This is an optimization exercise on Yosys and OpenROAD, whose aim is small area, a short achievable clock period and few clock cycles per item, not a production implementation.
Function was checked by simulation only, so behaviour that the tests miss may differ from the original.
Power is estimated from default activity; no workload was simulated.

Setup of build 80:
Design pe_con, start of the top module:
module pe_con #(
    parameter SIZE = 16,
    parameter VECTOR_SIZE = 16,
    parameter L_RAM_SIZE = 4
) (
    input start,
    output done,
    input aclk,
    input aresetn,
    output [L_RAM_SIZE:0] rdaddr,
    input [SIZE-1:0] rddata,
    output [SIZE-1:0] wrdata
);
    reg [5:0] cnt;
    reg busy;
    reg done_r;
    reg ph_odd;      
    reg ph_even;     
    reg clr;         
    reg fin;         
    always @(posedge aclk)
        if (!aresetn) begin
            cnt <= 6'd0;
            busy <= 1'b0;
            done_r <= 1'b0;
            ph_odd <= 1'b0;
            ph_even <= 1'b0;
            clr <= 1'b1;
            fin <= 1'b0;
        end else begin
            done_r <= busy && (cnt == 6'd36);
            busy <= start || (busy && !done_r);
            if (busy && !done_r)
                cnt <= cnt + 6'd1;
            else
                cnt <= {5'd0, start};
            ph_odd <= (start || busy) && !cnt[0];
            ph_even <= busy && cnt[0];
            clr <= !busy || (cnt < 6'd3);
            fin <= busy && (cnt == 6'd35);
        end
    assign rdaddr = {cnt[0], cnt[4:1]};
    assign done = done_r;
    reg [SIZE-1:0] w1, w2;
    reg [7:0] w3;
    always @(posedge aclk) begin
        w1 <= rddata;
        w2 <= w1;
        w3 <= w2[7:0];
    end
    wire [SIZE-1:0] g1 = w1 & {SIZE{ph_odd}};
    wire [7:0] g3 = w3 & {8{ph_even}};
    wire pp1 = (w2[0] & g1[0]);
  ...
Size: roughly 460 cells after synthesis, about 41 I/O pins.
Settings: LEC_CHECK=0, CAP_MARGIN=20, CORE_MARGIN=2, CORE_UTILIZATION=40, CTS_BUF_LIST=sky130_fd_sc_hd__clkbuf_4 sky130_fd_sc_hd__clkbuf_8, SETUP_SLACK_MARGIN=4.7, SLEW_MARGIN=20, SYNTH_HIERARCHICAL=1, SYNTH_MINIMUM_KEEP_SIZE=0; clock period 7.0 ns.
standard.sh (not shown) runs the stock make flow with config.mk's settings and CLKGATE_MAP_FILE= SYNTH_SCRIPT=/design/flow/synth_recipe.tcl, a recipe that flattens the netlist after the stock synthesis.
==> flow/flow/run.sh <==
#!/bin/bash
# The standard layout (standard synthesis unchanged), except that the
# port buffers are plain sky130_fd_sc_hd__buf_1 cells rather than the delay
# cells buffer_ports picks by default. Each step's full log is kept under
# orfs/logs/; make's own output goes to make_*.log here.
set -euo pipefail
bash standard.sh synth > make_synth.log 2>&1
bash standard.sh finish "BUFFER_PORTS_ARGS=-buffer_cell sky130_fd_sc_hd__buf_1" > make_finish.log 2>&1
Build 80: all stages complete, timing, DRC and antenna checks passed
Testbench counts of build 80, summed over its fixed seeds: cycles 7,296, items 192.
What build 61 does differently from build 80 at the input level:
- swapping 40 for 60 in CORE_UTILIZATION
- swapping 4.7 for 4.6 in SETUP_SLACK_MARGIN
[summary]
Looking at area of all placed cells without fillers, build 61 sits 6.2% below build 80.
Build 80 -> build 61: overall power consumption flat
Comparing the two runs side by side, build 61 comes out behind build 80 on clock power.
Changes in build 18 relative to build 61:
- changing CORE_UTILIZATION from 60 to 40
[summary]
When the final numbers for build 18 and build 61 were put side by side, the share of power burned in the clock network turned out to be greater in build 61.
For worst setup slack after layout, build 18 and build 61 come out practically identical.
Relative area of non-clock buffer cells in the final design: build 61 vs build 18, no meaningful difference
Build 18 reports a higher die outline height than build 61 does.


Another version of the RTL of pe_con (not shown whole).
Size in the first run: about 410 cells after synthesis, ~110 flip-flops, about 41 I/O pins, ~0.0051 sq mm of cells after synthesis.
Settings: LEC_CHECK=0, CAP_MARGIN=20, CORE_MARGIN=2, CORE_UTILIZATION=40, CTS_BUF_LIST=sky130_fd_sc_hd__clkbuf_4 sky130_fd_sc_hd__clkbuf_8, SETUP_SLACK_MARGIN=4.6, SLEW_MARGIN=20, SYNTH_HIERARCHICAL=1, SYNTH_MINIMUM_KEEP_SIZE=0; clock period 7.0 ns.
Scripts as last shown in full above: flow/flow/run.sh
Testbench counts at the start, summed over its fixed seeds: cycles 7,296, items 192.
==> next run, changes <==
- SETUP_SLACK_MARGIN: 4.6 -> 4.7
Outcome: The new run completed without violations; register-to-register slack loses 0.02 ns; core utilization came out higher by 2.0 points; wire length is higher by 3.4%; maximum frequency came out lower by 0.61%.


Setup of the previous run:
RTL: one of the versions met above, not the one the previous note started from.
Size: about 460 cells after synthesis, ~110 flip-flops, roughly 41 I/O pins, roughly 5400 um^2 of cells after synthesis.
## pe_con
module pe_con #(
    parameter SIZE = 16,
    parameter VECTOR_SIZE = 16,
    parameter L_RAM_SIZE = 4
) (
    input start,
    output done,
    input aclk,
    input aresetn,
    output [L_RAM_SIZE:0] rdaddr,
    input [SIZE-1:0] rddata,
    output [SIZE-1:0] wrdata
);
export LEC_CHECK = 0
export CAP_MARGIN = 20
export CORE_MARGIN = 2
export CORE_UTILIZATION = 40
export CTS_BUF_LIST = sky130_fd_sc_hd__clkbuf_4 sky130_fd_sc_hd__clkbuf_8
export SETUP_SLACK_MARGIN = 4.5
export SLEW_MARGIN = 20
export SYNTH_HIERARCHICAL = 1
export SYNTH_MINIMUM_KEEP_SIZE = 0
create_clock -name core_clock -period 7.0 [get_ports {aclk}]
Scripts as last shown in full above: flow/flow/run.sh
The flow did not stop early for the previous run: all stages ran, and the layout cleared the timing, design-rule and antenna checks.
Testbench counts of the previous run, summed over its fixed seeds: cycles 7,296, items 192.
What the current run does differently from the previous run at the input level:
diff --git a/flow/config.mk b/flow/config.mk
--- a/flow/config.mk
+++ b/flow/config.mk
@@ -11,2 +11,4 @@
-export CTS_BUF_LIST = sky130_fd_sc_hd__clkbuf_4 sky130_fd_sc_hd__clkbuf_8
-export SETUP_SLACK_MARGIN = 4.5
+export CTS_BUF_LIST = sky130_fd_sc_hd__clkbuf_16
+export CTS_CLUSTER_DIAMETER = 500
+export CTS_CLUSTER_SIZE = 100
+export SETUP_SLACK_MARGIN = 4.6
==> notes.md <==
- In the current run the total clock network power turned out 24% higher than in the previous run.
- Compared with the previous run, in the current run final cell count climbed 0.91%; minimum clock period after layout dropped 4.1 ps.

==> what the ideal ports hide <==
How much do the figures lean on ideal ports? The routed layouts below were timed once more, with nothing changed but the port constraints.
Step 1 sets driving cells, clkbuf_16 on the clock port and buf_2 on the other inputs (assumed; they add their load-dependent delay and slew).
Step 2 times the ports against the registers' clock, not the clock port: input delays grow and output delays shrink by t, the midpoint of the rising clock arrivals with the driver on.
a / b / c = no drivers / after step 1 / after step 2; a / b = the first two.
run | t, ns | slack for setup (ns) | latest minus earliest clock arrival (ns) | slew at the worst register clock pin (ns)
build 80 | 0.409 | 4.645 / 4.645 / 4.645 | 0.009 / 0.008 | 0.11 / 0.11
build 61 | 0.397 | 4.626 / 4.616 / 4.626 | 0.019 / 0.019 | 0.12 / 0.12
build 18 | 0.405 | 4.627 / 4.598 / 4.627 | 0.009 / 0.009 | 0.10 / 0.10
the first run of note 2 | 0.402 | 4.652 / 4.620 / 4.659 | 0.008 / 0.008 | 0.10 / 0.10
the second run of note 2 | 0.403 | 4.637 / 4.637 / 4.637 | 0.010 / 0.010 | 0.10 / 0.10
the previous run | 0.400 | 4.571 / 4.571 / 4.571 | 0.012 / 0.012 | 0.10 / 0.10
the current run | 0.383 | 4.575 / 4.575 / 4.575 | 0.007 / 0.006 | 0.07 / 0.07
After both steps every run listed still meets setup and hold.
